Source: an optimization exercise on an open RTL-to-GDS flow (aim: a short achievable clock period and few clock cycles). Production flows keep margins and buffers that such runs may drop. Function was checked by simulation only, so behaviour that the tests miss may differ from the original. Power is estimated from default activity; no workload was simulated.

===== design/flow/config.mk =====
export PLATFORM = sky130hd
export DESIGN_NAME = dig_ctrl_top
export DESIGN_NICKNAME = dig_ctrl_top
export VERILOG_FILES = /design/flow/design.v
export SDC_FILE = /design/flow/constraint.sdc
export NUM_CORES = 4
export LEC_CHECK = 0
export ABC_CLOCK_PERIOD_IN_PS = 2000
export CAP_MARGIN = 20
export CORE_MARGIN = 2
export CORE_UTILIZATION = 40
export SETUP_SLACK_MARGIN = 5
export SLEW_MARGIN = 20

===== design/flow/run.sh =====
#!/bin/bash
# synth_recipe.tcl (not shown) runs the flow's synth.tcl, then flattens the netlist and writes it again
# the make line also repeats each setting of config.mk as NAME=value (left out here)
make -C /OpenROAD-flow-scripts/flow DESIGN_CONFIG=/design/flow/config.mk WORK_HOME=/design/flow/orfs CLKGATE_MAP_FILE= SYNTH_SCRIPT=/design/flow/synth_recipe.tcl finish

===== design/flow/constraint.sdc =====
create_clock -name core_clock -period 10.0 [get_ports {clk}]
set_input_delay 2.0000 -clock core_clock [delete_from_list [all_inputs] [get_ports {clk}]]
set_output_delay 2.0000 -clock core_clock [all_outputs]
set_load 0.01 [all_outputs]

===== design/flow/design.v =====
`default_nettype none
module synchronizer #(
    parameter int FF_COUNT = 3
) (
    input  logic clk,
    input  logic reset_n,
    input  logic in,
    output logic out
);
    reg [FF_COUNT-1:0] pipe;
    always_ff @(posedge clk, negedge reset_n) begin
        if (!reset_n) begin
            pipe <= '0;
        end else begin
            pipe <= {pipe[FF_COUNT-2:0], in};
        end
    end
    assign out = pipe[FF_COUNT-1];
endmodule
`default_nettype none
module spi_receiver (
    input  logic clk_i,     
    input  logic rst_ni,    
    input  logic spi_sclk_i,
    input  logic spi_mosi_i,
    output logic spi_miso_o,
    input  logic spi_cs_i,
    input  logic [7:0] data_i,  
    output logic [7:0] data_o,  
    output logic       stb_o    
);    
    logic spi_mosi_sync;
    synchronizer  #(
        .FF_COUNT(2)
    ) synchronizer_spi_mosi (
        .clk        (clk_i),
        .reset_n    (rst_ni),
        .in         (spi_mosi_i),
        .out        (spi_mosi_sync)
    );
    logic spi_cs_sync;
    synchronizer  #(
        .FF_COUNT(2)
    ) synchronizer_spi_cs (
        .clk        (clk_i),
        .reset_n    (rst_ni),
        .in         (spi_cs_i),
        .out        (spi_cs_sync)
    );
    logic spi_sclk_sync;
    synchronizer  #(
        .FF_COUNT(2)
    ) synchronizer_spi_sclk (
        .clk        (clk_i),
        .reset_n    (rst_ni),
        .in         (spi_sclk_i),
        .out        (spi_sclk_sync)
    );
    logic spi_sclk_delayed;
    always_ff @(posedge clk_i) begin
        spi_sclk_delayed <= spi_sclk_sync;
    end
    logic spi_sclk_falling, spi_sclk_rising;
    assign spi_sclk_rising = !spi_sclk_delayed && spi_sclk_sync;
    assign spi_sclk_falling = spi_sclk_delayed && !spi_sclk_sync;
    logic [2:0] spi_cnt;
    always_ff @(posedge clk_i, negedge rst_ni) begin
        if (!rst_ni) begin
            spi_cnt  <= 3'd0;
            data_o <= '0;
            spi_miso_o <= 1'b0;
        end else begin
            stb_o <= 1'b0;
            if (!spi_cs_sync && spi_sclk_falling) begin
                data_o <= {data_o[6:0], spi_mosi_sync};
                spi_cnt <= spi_cnt + 1;
                if (spi_cnt == 7) begin
                    stb_o <= 1'b1;
                end
            end
            if (!spi_cs_sync && spi_sclk_rising) begin
                spi_miso_o <= data_i[7-spi_cnt];
            end
        end
    end
endmodule
`default_nettype none
module latch_mem #(
    parameter NUM_BITS = 8,
    parameter NUM_WORDS = 64,
    parameter ADDR_BITS = $clog2(NUM_WORDS)
) (
    input  wire                          clk_i,
    input  wire [ADDR_BITS-1:0]          addr_i,
    input  wire [NUM_BITS-1:0]           data_i,
    input  wire                          we_i,
    output wire [NUM_WORDS*NUM_BITS-1:0] mem_o
);
    reg [NUM_BITS-1:0] RAM [NUM_WORDS];
    always @(posedge clk_i) begin
        if (we_i) begin
            RAM[addr_i] <= data_i;
        end
    end
    genvar i;
    generate
        for (i = 0; i < NUM_WORDS; i++) begin : g_out
            assign mem_o[i*NUM_BITS +: NUM_BITS] = RAM[i];
        end
    endgenerate
endmodule
`default_nettype none
module cpu (
    input  logic         clk_i,
    input  logic         hold_i,
    input  logic [703:0] mem_i,
    output logic         we_o,
    output logic [5:0]   waddr_o,
    output logic [7:0]   wdata_o,
    input  logic [7:0]   port0_i,
    input  logic         port1_i,
    input  logic [7:0]   port2_i,
    output logic [2:0]   out_stb_o,
    output logic [7:0]   out_data_o
);
    localparam int W = 11;
    logic [7:0]  mw [64];
    logic [10:0] mword [64];
    genvar gi;
    generate
        for (gi = 0; gi < 64; gi++) begin : g_mw
            assign mword[gi] = mem_i[gi*W +: W];
            assign mw[gi]    = mem_i[gi*W +: 8];
        end
    endgenerate
    function automatic logic [15:0] rot16(input logic [15:0] v);
        rot16 = {v[14:0], v[15]};
    endfunction
    function automatic logic [63:0] lane_sel(input logic [15:0] l, input logic [3:0] o);
        logic later;
        for (int j = 0; j < 4; j++) begin
            later = 1'b0;
            for (int m = j + 1; m < 4; m++) later = later | o[m];
            lane_sel[j*16 +: 16] = later ? rot16(l) : l;
        end
    endfunction
    localparam int C_PORTIN = 0,  C_INC = 1,  C_DEC = 2,  C_DBL = 3,
                   C_HALF   = 4,  C_LDI = 5,  C_TWOS = 6, C_LOAD = 7,
                   C_AND    = 8,  C_OR  = 9,  C_NOT = 10, C_XOR = 11,
                   C_MOV    = 12, C_ADD = 13, C_SHL = 14, C_SHR = 15;
    function automatic logic [15:0] classes(input logic [7:0] i);
        classes = '0;
        classes[C_PORTIN] = i == 8'h02;
        classes[C_INC]    = i[7:2] == 6'b0000_01;
        classes[C_DEC]    = i[7:2] == 6'b0000_10;
        classes[C_DBL]    = i[7:2] == 6'b0001_00;
        classes[C_HALF]   = i[7:2] == 6'b0001_01;
        classes[C_LDI]    = i[7:2] == 6'b0001_10;
        classes[C_TWOS]   = i[7:2] == 6'b0001_11;
        classes[C_LOAD]   = i[7:4] == 4'b0011;
        classes[C_AND]    = i[7:4] == 4'b0100;
        classes[C_OR]     = i[7:4] == 4'b0101;
        classes[C_NOT]    = i[7:4] == 4'b0110;
        classes[C_XOR]    = i[7:4] == 4'b0111;
        classes[C_MOV]    = i[7:4] == 4'b1000;
        classes[C_ADD]    = i[7:4] == 4'b1001;
        classes[C_SHL]    = i[7:4] == 4'b1010;
        classes[C_SHR]    = i[7:4] == 4'b1011;
    endfunction
    logic [7:0]  regs [4];
    logic        e_valid;    
    logic [7:0]  e_instr;
    logic [7:0]  e_imm;
    logic [15:0] e_cls;      
    logic [3:0]  e_we;       
    logic [7:0]  e_ra;       
    logic [7:0]  e_rb;       
    logic [15:0] e_ldl;      
    logic [3:0]  e_ldb;      
    logic [63:0] lsel;       
    logic [3:0]  off;        
    assign out_data_o = regs[0];
    logic       ex;
    logic [7:0] ra, rb;
    assign ex = e_valid && !hold_i;
    assign ra = e_ra;
    assign rb = e_rb;
    logic op_jump, op_portout, op_store, op_if;
    assign op_jump    = e_instr[7:2] == 6'b0000_11;
    assign op_portout = e_instr == 8'h03;
    assign op_store   = e_instr[7:4] == 4'b0010;
    assign op_if      = e_instr[7:6] == 2'b11;
    logic cond;
    always_comb begin
        case (e_instr[5:4])
            2'b00: cond = ra == rb;
            2'b01: cond = ra != rb;
            2'b10: cond = ra >= rb;
            2'b11: cond = ra <  rb;
        endcase
    end
    logic skip_next, redirect;
    assign skip_next = e_valid && op_if && !cond;
    assign redirect  = e_valid && op_jump;
    assign we_o    = ex && op_store;
    assign waddr_o = ra[5:0];
    assign wdata_o = rb;
    assign out_stb_o[0] = ex && op_portout && e_imm == 8'h00;
    assign out_stb_o[1] = ex && op_portout && e_imm == 8'h01;
    assign out_stb_o[2] = ex && op_portout && e_imm == 8'h02;
    logic [7:0] port_in;
    always_comb begin
        case (e_imm)
            8'h00:   port_in = port0_i;
            8'h01:   port_in = {7'b0, port1_i};
            8'h02:   port_in = port2_i;
            default: port_in = 8'h00;
        endcase
    end
    logic [7:0] ld;
    always_comb begin
        ld = '0;
        for (int j = 0; j < 4; j++) begin
            logic [7:0] lb;
            lb = '0;
            for (int l = 0; l < 16; l++) lb = lb | (mw[4*l + j] & {8{e_ldl[l]}});
            ld = ld | (lb & {8{e_ldb[j]}});
        end
    end
    logic [7:0] val [16];
    assign val[C_PORTIN] = port_in;
    assign val[C_INC]    = ra + 8'd1;
    assign val[C_DEC]    = ra - 8'd1;
    assign val[C_DBL]    = ra << 1;
    assign val[C_HALF]   = ra >> 1;
    assign val[C_LDI]    = e_imm;
    assign val[C_TWOS]   = (~ra) + 8'd1;
    assign val[C_LOAD]   = ld;
    assign val[C_AND]    = ra & rb;
    assign val[C_OR]     = ra | rb;
    assign val[C_NOT]    = ~rb;
    assign val[C_XOR]    = ra ^ rb;
    assign val[C_MOV]    = rb;
    assign val[C_ADD]    = ra + rb;
    assign val[C_SHL]    = ra << rb;
    assign val[C_SHR]    = ra >> rb;
    logic [7:0] res;
    always_comb begin
        res = '0;
        for (int c = 0; c < 16; c++) res = res | (val[c] & {8{e_cls[c]}});
    end
    logic [10:0] lane [4];
    always_comb begin
        for (int j = 0; j < 4; j++) begin
            lane[j] = '0;
            for (int l = 0; l < 16; l++) begin
                lane[j] = lane[j] | (mword[4*l + j] & {W{lsel[j*16 + l]}});
            end
        end
    end
    logic [10:0] b [4];
    always_comb begin
        for (int k = 0; k < 4; k++) begin
            b[k] = '0;
            for (int j = 0; j < 4; j++) begin
                b[k] = b[k] | (lane[(j + k) % 4] & {W{off[j]}});
            end
        end
    end
    logic       fs_valid, fs_ldi, fh_valid, fh_ldi;
    logic [7:0] fs_instr, fs_imm, fs_ldi_val, fh_instr, fh_imm, fh_ldi_val;
    logic [1:0] fs_ldi_reg, fh_ldi_reg;
    logic [4:0] fs_sel, fh_sel;
    logic [5:0] fs_target, fh_target;
    fstep fstep_inst (
        .b0_i (b[0]), .b1_i (b[1]), .b2_i (b[2]), .b3_i (b[3]), .skip_i (skip_next),
        .valid_o (fs_valid), .instr_o (fs_instr), .imm_o (fs_imm),
        .ldi_o (fs_ldi), .ldi_reg_o (fs_ldi_reg), .ldi_val_o (fs_ldi_val),
        .sel_o (fs_sel), .target_o (fs_target)
    );
    fstep fstep_hold_inst (
        .b0_i (mword[0]), .b1_i (mword[1]), .b2_i (mword[2]), .b3_i (mword[3]), .skip_i (1'b0),
        .valid_o (fh_valid), .instr_o (fh_instr), .imm_o (fh_imm),
        .ldi_o (fh_ldi), .ldi_reg_o (fh_ldi_reg), .ldi_val_o (fh_ldi_val),
        .sel_o (fh_sel), .target_o (fh_target)
    );
    logic haz;
    assign haz = we_o && lsel[waddr_o[1:0]*16 + waddr_o[5:2]];
    logic        ovr;
    logic [63:0] ovr_lsel;
    logic [3:0]  ovr_off;
    always_comb begin
        ovr      = hold_i || redirect || haz;
        ovr_lsel = lsel;
        ovr_off  = off;
        if (hold_i) begin
            if (fh_sel[4]) begin
                ovr_lsel = lane_sel(16'd1 << fh_target[5:2], 4'd1 << fh_target[1:0]);
                ovr_off  = 4'd1 << fh_target[1:0];
            end else begin
                for (int k = 1; k <= 4; k++) begin
                    if (fh_sel[k-1]) begin
                        ovr_lsel = lane_sel(k == 4 ? 16'd2 : 16'd1, 4'd1 << (k % 4));
                        ovr_off  = 4'd1 << (k % 4);
                    end
                end
            end
        end else if (redirect) begin
            ovr_lsel = lane_sel(16'd1 << ra[5:2], 4'd1 << ra[1:0]);
            ovr_off  = 4'd1 << ra[1:0];
        end
    end
    logic [15:0] cur_line;
    assign cur_line = lsel[48 +: 16];    
    logic [63:0] n_lsel;
    logic [3:0]  n_off;
    always_comb begin
        n_lsel = '0;
        n_off  = '0;
        for (int k = 1; k <= 4; k++) begin
            logic [3:0]  o;
            logic        carry;
            logic [15:0] l;
            o     = 4'((({off, off} << k) >> 4));
            carry = 1'b0;
            for (int m = 4 - k; m < 4; m++) carry = carry | off[m];
            l     = carry ? rot16(cur_line) : cur_line;
            n_lsel = n_lsel | ((ovr ? ovr_lsel : lane_sel(l, o)) & {64{fs_sel[k-1]}});
            n_off  = n_off  | ((ovr ? ovr_off : o) & {4{fs_sel[k-1]}});
        end
        n_lsel = n_lsel | ((ovr ? ovr_lsel : lane_sel(16'd1 << fs_target[5:2], 4'd1 << fs_target[1:0]))
                           & {64{fs_sel[4]}});
        n_off  = n_off  | ((ovr ? ovr_off : 4'd1 << fs_target[1:0]) & {4{fs_sel[4]}});
    end
    logic       take;            
    logic       n_valid;
    logic [7:0] n_instr, n_imm;
    logic [3:0] l_we;            
    logic [7:0] l_val;
    assign take    = hold_i || (!redirect && !haz);
    assign n_valid = take && (hold_i ? fh_valid : fs_valid);
    assign n_instr = hold_i ? fh_instr : fs_instr;
    assign n_imm   = hold_i ? fh_imm : fs_imm;
    assign l_we    = (hold_i ? fh_ldi : fs_ldi && take) ? 4'd1 << (hold_i ? fh_ldi_reg : fs_ldi_reg) : 4'd0;
    assign l_val   = hold_i ? fh_ldi_val : fs_ldi_val;
    logic [7:0] nv_f [4];
    logic [3:0] nv_e;            
    always_comb begin
        for (int r = 0; r < 4; r++) begin
            if (l_we[r])     nv_f[r] = l_val;
            else if (hold_i) nv_f[r] = 8'h00;
            else             nv_f[r] = regs[r];
            nv_e[r] = e_we[r] && !l_we[r] && !hold_i;
        end
    end
    logic [15:0] n_cls;
    logic [3:0]  n_we, sa, sb;
    logic [7:0]  oth_a, oth_b;
    logic        fwd_a, fwd_b;
    always_comb begin
        n_cls = classes(n_instr);
        n_we  = (n_valid && |n_cls) ? 4'd1 << (n_cls[C_PORTIN] ? 2'd0 : n_instr[1:0]) : 4'd0;
        sa    = 4'd1 << n_instr[1:0];
        sb    = 4'd1 << n_instr[3:2];
        oth_a = '0;
        oth_b = '0;
        for (int r = 0; r < 4; r++) begin
            oth_a = oth_a | (nv_f[r] & {8{sa[r]}});
            oth_b = oth_b | (nv_f[r] & {8{sb[r]}});
        end
        fwd_a = |(sa & nv_e);
        fwd_b = |(sb & nv_e);
    end
    logic [7:0] n_rb;
    assign n_rb = fwd_b ? res : oth_b;
    always_ff @(posedge clk_i) begin
        for (int r = 0; r < 4; r++) regs[r] <= nv_e[r] ? res : nv_f[r];
        e_ra    <= fwd_a ? res : oth_a;
        e_rb    <= n_rb;
        e_ldl   <= 16'd1 << n_rb[5:2];
        e_ldb   <= 4'd1 << n_rb[1:0];
        e_valid <= n_valid;
        e_instr <= n_instr;
        e_imm   <= n_imm;
        e_cls   <= n_cls;
        e_we    <= n_we;
        lsel    <= n_lsel;
        off     <= n_off;
    end
endmodule
module fstep (
    input  logic [10:0] b0_i,
    input  logic [10:0] b1_i,
    input  logic [10:0] b2_i,
    input  logic [10:0] b3_i,
    input  logic        skip_i,      
    output logic        valid_o,     
    output logic [7:0]  instr_o,
    output logic [7:0]  imm_o,
    output logic        ldi_o,       
    output logic [1:0]  ldi_reg_o,
    output logic [7:0]  ldi_val_o,
    output logic [4:0]  sel_o,
    output logic [5:0]  target_o
);
    logic f_ldi;
    assign f_ldi     = b0_i[8];
    assign ldi_o     = f_ldi && !skip_i;
    assign ldi_reg_o = b0_i[1:0];
    assign ldi_val_o = b1_i[7:0];
    always_comb begin
        if (f_ldi) begin
            valid_o  = 1'b1;
            instr_o  = b2_i[7:0];
            imm_o    = b3_i[7:0];
            target_o = b3_i[5:0];
        end else begin
            valid_o  = !skip_i;
            instr_o  = b0_i[7:0];
            imm_o    = b1_i[7:0];
            target_o = b1_i[5:0];
        end
    end
    assign sel_o[4] = f_ldi ? b2_i[10] : b0_i[10] && !skip_i;
    assign sel_o[3] = f_ldi && b2_i[9];
    assign sel_o[2] = f_ldi && !b2_i[10] && !b2_i[9];
    assign sel_o[1] = !f_ldi && (b0_i[9] || (b0_i[10] && skip_i));
    assign sel_o[0] = !f_ldi && !b0_i[10] && !b0_i[9];
endmodule
`default_nettype none
module dig_ctrl (
    input  logic clk_i,
    input  logic rst_ni,
    input  logic spi_sclk_i,
    input  logic spi_mosi_i,
    output logic spi_miso_o,
    input  logic spi_cs_i,
    input  logic mode_i,
    input  logic [7:0]  port_i,
    output logic [7:0]  port_o,
    input  logic        port_ms_i,
    output logic [7:0]  port_ms_o,
    input  logic       debug_i,
    output logic [1:0] debug_o
);
    logic [7:0] spi_data_i;
    logic [7:0] spi_data_o;
    logic       spi_stb_o;
    spi_receiver spi_receiver_inst (
        .clk_i          (clk_i),
        .rst_ni         (rst_ni),
        .spi_sclk_i     (spi_sclk_i),
        .spi_mosi_i     (spi_mosi_i),
        .spi_miso_o     (spi_miso_o),
        .spi_cs_i       (spi_cs_i),
        .data_i         (spi_data_i),
        .data_o         (spi_data_o),
        .stb_o          (spi_stb_o)
    );
    logic mode_sync;
    synchronizer #(
        .FF_COUNT (2)
    ) synchronizer_mode_i_inst (
        .clk        (clk_i),
        .reset_n    (rst_ni),
        .in         (mode_i),
        .out        (mode_sync)
    );
    logic       mode_d;
    logic [5:0] spi_addr;
    always_ff @(posedge clk_i, negedge rst_ni) begin
        if (!rst_ni) begin
            mode_d <= 1'b0;
            spi_addr <= '0;
        end else begin
            mode_d <= mode_sync;
            if (mode_sync) begin
                if (spi_stb_o) begin
                    spi_addr <= spi_addr + 1;
                end
            end
            if (!mode_d && mode_sync) begin
                spi_addr <= '0;
            end
        end
    end
    logic [1:0] boot;
    always_ff @(posedge clk_i, negedge rst_ni) begin
        if (!rst_ni) begin
            boot <= '0;
        end else begin
            boot <= {boot[0], 1'b1};
        end
    end
    function automatic logic [10:0] mem_word(input logic [7:0] d);
        mem_word = {d == 8'h01,
                    d == 8'h02 || d == 8'h03 || d[7:2] == 6'b0001_10,
                    d[7:2] == 6'b0001_10,
                    d};
    endfunction
    logic         cpu_we;
    logic [5:0]   cpu_waddr;
    logic [7:0]   cpu_wdata;
    logic [703:0] mem;
    latch_mem #(
        .NUM_BITS  (11),
        .NUM_WORDS (64)
    ) latch_mem_inst (
        .clk_i      (clk_i),
        .addr_i     (mode_sync ? spi_addr : cpu_waddr),
        .data_i     (mem_word(mode_sync ? spi_data_o : cpu_wdata)),
        .we_i       (mode_sync ? spi_stb_o : cpu_we),
        .mem_o      (mem)
    );
    logic port_ms_sync_i;
    synchronizer #(
        .FF_COUNT (2)
    ) synchronizer_port_ms_i_inst (
        .clk        (clk_i),
        .reset_n    (rst_ni),
        .in         (port_ms_i),
        .out        (port_ms_sync_i)
    );
    logic [7:0] port_sync_i;
    synchronizer #(
        .FF_COUNT (2)
    ) synchronizer_port_i_inst[7:0] (
        .clk        (clk_i),
        .reset_n    (rst_ni),
        .in         (port_i),
        .out        (port_sync_i)
    );
    logic [2:0] out_stb;
    logic [7:0] out_data;
    cpu cpu_inst (
        .clk_i      (clk_i),
        .hold_i     (mode_sync || !boot[1]),
        .mem_i      (mem),
        .we_o       (cpu_we),
        .waddr_o    (cpu_waddr),
        .wdata_o    (cpu_wdata),
        .port0_i    (port_sync_i),
        .port1_i    (port_ms_sync_i),
        .port2_i    (spi_data_o),
        .out_stb_o  (out_stb),
        .out_data_o (out_data)
    );
    always_ff @(posedge clk_i, negedge rst_ni) begin
        if (!rst_ni) begin
            port_o      <= '0;
            port_ms_o   <= '0;
            spi_data_i  <= '0;
        end else begin
            if (out_stb[0]) port_o     <= out_data;  
            if (out_stb[1]) port_ms_o  <= out_data;  
            if (out_stb[2]) spi_data_i <= out_data;  
        end
    end
    assign debug_o = {mode_sync, port_ms_sync_i};
endmodule
`default_nettype none
module dig_ctrl_top (
    input  logic [7:0] ui_in,     
    output logic [7:0] uo_out,    
    input  logic [7:0] uio_in,    
    output logic [7:0] uio_out,   
    output logic [7:0] uio_oe,    
    input  logic       ena,       
    input  logic       clk,       
    input  logic       rst_n,      
    input  logic       port_ms_i,
    output logic [7:0] port_ms_o
);
    logic rst_n_sync;
    assign rst_n_sync = rst_n;
    logic spi_sclk;
    logic spi_mosi;
    logic spi_miso;
    logic spi_cs;
    logic mode;
    logic debug_i;
    logic [1:0] debug_o;
    dig_ctrl #(
    ) dig_ctrl_inst (
        .clk_i          (clk),
        .rst_ni         (rst_n_sync),
        .spi_sclk_i     (spi_sclk),
        .spi_mosi_i     (spi_mosi),
        .spi_miso_o     (spi_miso),
        .spi_cs_i       (spi_cs),
        .mode_i         (mode),
        .port_i         (ui_in),
        .port_o         (uo_out),
        .port_ms_i      (port_ms_i),
        .port_ms_o      (port_ms_o),
        .debug_i        (debug_i),
        .debug_o        (debug_o)
    );
    assign spi_cs     = uio_in[0];  assign uio_oe[0] = 1'b0; assign uio_out[0] = 1'b0;
    assign spi_mosi   = uio_in[1];  assign uio_oe[1] = 1'b0; assign uio_out[1] = 1'b0;
    assign uio_out[2] = spi_miso;   assign uio_oe[2] = 1'b1;
    assign spi_sclk   = uio_in[3];  assign uio_oe[3] = 1'b0; assign uio_out[3] = 1'b0;
    assign mode = uio_in[4]; assign uio_out[4] = 1'b0; assign uio_oe[4] = 1'b0;  
    assign debug_i = uio_in[5]; assign uio_out[5] = 1'b0; assign uio_oe[5] = 1'b0;  
    assign uio_out[6] = debug_o[0]; assign uio_oe[6] = 1'b1;  
    assign uio_out[7] = debug_o[1]; assign uio_oe[7] = 1'b1;  
endmodule

==> results.tsv <==
stage	metric	value	unit
yosys	syn_area	0.0497	mm^2
setup_path	critPathRequiredTime	10.52	ns
finish	final_common_cell	edfxtp_1	
yosys	synthCells	4670	
die	io_pins	52	
clock_tree	cts_sinks	950	
clock_tree	cts_tree	yes	
detailed_routing	wl	226000	um
place	place_area	0.0522	mm^2
finish	most-common-layout-cells	edfxtp_1 (705), nand2_1 (405), a21oi_1 (316)	
place	dp_cells	6135	
global_route	antenna_found_initial	14	
finish	nFillCells	11400	
sta	slew_headroom	9.73	%
pwr	p_int	8390	uW
sta	fin_tns_setup	0	ns
global_route	overflow	0	
yosys	synth_cell_type_count	105	
detailed_routing	drc	0	
pwr	irDropWorstVdd	0.151	mV
detailed_routing	routedWlPerCell	35.7	um
sta	slew_viol_final	0	
sta	period_needed	5.12	ns
sta	period_share	51.2	%
setup_path	r2r_start	dig_ctrl_inst.cpu_inst.e_ra[3]	
clock_tree	clock-root-buffer	clkbuf_16	
die	die_h	356	um
flow_run	drv_cap	0	
detailed_routing	ant_nets	0	
detailed_routing	vias_per_cell	7.25	
outcome	status	timing/DRC/antenna clean	
detailed_routing	dr.first_iter.drc_count	8869	
setup_path	reg2reg_depth	12	
sta	rsz0062_at_grt	false	
finish	nNetsFinal	4664	
worst_hold_path	hold_depth	0	
yosys	synthFlopType	edfxtp_1	
sta	worst_clock_skew	0.0660	ns
pwr	p_clk_share	26.8	%
pwr	switching_share	41.4	%
global_route	track_usage	34.5	%
yosys	syn_area_per_cell	10.6	um^2
yosys	synth_edf_count	705	
setup_path	worstPathMaxFanout	156	
finish	final_util	45.2	%
setup_path	cp.arrival	5.64	ns
die	num_rows	129	
place	gp_congestion	1.01	
sta	setup_viol	0	
clock_tree	clockBufferDepth	3	
setup_path	r2r_end	dig_ctrl_inst.cpu_inst.lsel[18]	
pwr	switching_power	5930	uW
clock_tree	clk_pin_slew	0.07	ns
die	die_w	356	um
sta	finalHoldViolCount	0	
pwr	leakagePower	0.0189	uW
worst_hold_path	min_from	dig_ctrl_inst.synchronizer_mode_i_inst.pipe[0]	
global_route	grt_max_degree	157	
sta	fmax	195	MHz
finish	fin_cells	6335	
sta	tightest_slew	1.35	ns
yosys	ys_warn_count	20	
global_route	grt_pass1_vias	42200	
pwr	seqPwrFrac	34.5	%
die	core	0.123	mm^2
die	die-area	0.127	mm^2
setup_path	startpoint_type	flip-flop	
yosys	seq_area_frac_synth	53.2	%
detailed_routing	dr_total_vias	46000	
global_route	grt_pass1_wl	316000	um
finish	drive_above_1_share	13.0	%
setup_path	critical_path_class	reg -> reg	
worst_hold_path	min_path_type	reg -> reg	
worst_hold_path	min_to	dig_ctrl_inst.synchronizer_mode_i_inst.pipe[1]	
place	dp_hpwl	145000	um
pwr	finalPower	14300	uW
clock_tree	htreeDepth	3	
setup_path	cp-end-kind	flip-flop	
clock_tree	clk_latency	0.76	ns
pwr	p_comb_share	38.7	%
yosys	async_flop_share	7.47	%
pwr	power_density	256	mW/mm^2
detailed_routing	dr.pass1.iters	12	
finish	final_area	0.0558	mm^2
finish	syn_to_final_growth	12.4	%
clock_tree	numCtsBuffers	101	
place	io_buffer_count	33	
yosys	ys_ff_latch	950	
die	start_util	40.2	%
setup_path	rrSetupSlack	4.88	ns
final cells by class:
type                    instances  area (um^2)  area share [%]
well taps                    1637         2050            3.67
diodes                          4         10.0          0.0179
inverters                      52          199           0.356
clock inverters                57          694            1.24
multi-input cells            3257        21800            39.0
repair buffers                250         1990            3.57
flip-flops and latches        950        26500            47.4
clock buffers                 128         2650            4.74
through the flow:
| step | setup slack (ns) | hold WS [ns] |
|---|---|---|
| finish | 4.88 | 0.348 |
| global route | 5.01 | 0.363 |
| CTS | 4.99 | 0.349 |
| detailed placement | 4.30 | 0.335 |
| global placement | 4.30 | 0.333 |
| floorplan | 5.02 | 0.331 |
worst max path at each step:
stage                                                               from  slack (ns)                                     end
final                                     dig_ctrl_inst.cpu_inst.e_ra[3]        4.88         dig_ctrl_inst.cpu_inst.lsel[18]
after floorplan           dig_ctrl_inst.synchronizer_mode_i_inst.pipe[1]        5.02  dig_ctrl_inst.latch_mem_inst.RAM[0][9]
after detailed placement                  dig_ctrl_inst.cpu_inst.e_ra[4]        4.30         dig_ctrl_inst.cpu_inst.e_ldl[4]
after CTS                                 dig_ctrl_inst.cpu_inst.e_ra[4]        4.99         dig_ctrl_inst.cpu_inst.lsel[37]
after global placement                    dig_ctrl_inst.cpu_inst.e_ra[4]        4.30         dig_ctrl_inst.cpu_inst.e_ldl[6]
after global routing                     dig_ctrl_inst.cpu_inst.lsel[17]        5.01         dig_ctrl_inst.cpu_inst.e_ldl[4]
logic make-up (layout without fill, tap and decap cells):
kind of cell / Yosys count / in the layout / share of synthesized area (%)
multiplexers: 175 / 175 / 4.07
adder cells (fa/ha/maj): 32 / 32 / 0.821
AND/OR/NAND/NOR: 1160 / 1161 / 10.8
AO/OA/AOI/OAI: 1849 / 1849 / 26.7
flip-flops: 950 / 950 / 53.2
buffers and inverters: 476 / 487 / 3.93
XOR/XNOR: 26 / 26 / 0.459
other: 2 / 18 / 0.0151
repair_timing:
item / CTS / global route
gates cloned: 1 / 0
endpoints found under the setup margin: 85 / 65
setup buffers: 4 / 4
hold buffers: 0 / 0
pin swaps: 3 / 2
resized for setup: 10 / 26
sequential cells by signal, summed over array words and instances (netlist names), 16 cells and up:
name,cells
dig_ctrl_inst.latch_mem_inst.RAM,704
dig_ctrl_inst.cpu_inst.lsel,64
dig_ctrl_inst.cpu_inst.regs,32
dig_ctrl_inst.cpu_inst.e_cls,16
dig_ctrl_inst.cpu_inst.e_ldl,16
dig_ctrl_inst.synchronizer_port_i_inst.pipe,16
synthesized netlist by cell type, types with 22 or more instances:
cell type,count,area share (%)
a211oi_1,37,0.56
a21oi_1,317,3.2
a221oi_1,276,4.9
a22o_1,224,4.0
a22oi_1,247,3.7
a31oi_1,61,0.77
and3_1,24,0.30
buf_1,59,0.45
buf_2,51,0.51
clkbuf_1,290,2.2
dfrtp_1,71,3.6
dfxtp_1,174,7.0
edfxtp_1,705,43
ha_1,31,0.78
inv_1,48,0.36
mux2_2,55,1.2
mux2i_1,104,2.1
nand2_1,408,3.1
nand3_1,97,0.98
nand4_1,76,0.96
nor2_1,340,2.6
nor3_1,45,0.45
nor4_1,26,0.33
o211ai_1,22,0.33
o21ai_0,306,3.1
o221ai_1,45,0.79
o22ai_1,67,0.84
power groups by stage:
stage               combinational, uW  sequential (uW)  clock, uW
global placement                 5130             5000          0
detailed placement               5140             5000          0
floorplan                        3060             4850          0
CTS                              5170             4920       3850
finish                           5540             4940       3830
global route                     5650             4950       4010
worst max-delay path: stages, from the launching register on:
cell and delay (ns):
dfxtp_2 0.32, clkbuf_8 0.39, inv_2 0.26, a2111oi_2 0.34, and4b_1 0.26, o311ai_2 0.42
o21ai_2 0.14, buf_4 0.30, nor2_4 0.14, buf_12 0.46, o311ai_0 0.30, a2111oi_1 1.24
a221oi_1 0.18
per-layer routing:
layer	global-route usage, %	vias up	wire length, um
met5	0	-	115
met3	11.3	984	34900
li1	-	18500	-
met4	20.5	16	16500
met2	49.3	4202	92800
met1	45.5	22200	81700
Testbench counts, summed over its fixed seeds: cycles 29,269.

==> re-timing with driven ports <==
In the flow no input, the clock included, has a driving cell. The finished layout below was timed again as built, in two steps.
Step 1: set_driving_cell puts a clkbuf_16 on clk and a buf_2 on each other input, an assumption about the parent block.
Step 2 times the ports against the registers' clock, not the clock port: input delays grow and output delays shrink by t, the midpoint of the rising clock arrivals with the driver on.
Three values: ideal ports, drivers, drivers and shift; two values: the first two.
t (ns): 0.805
slack for setup (ns): 4.881 / 4.881 / 4.881
hold slack, ns: 0.348 / 0.348 / 0.348
cell pins on the clock port's net: 1
After both steps this run still meets setup and hold. The setup slack of this run moves by 0.000 ns with the drivers and by 0.000 ns with both steps.
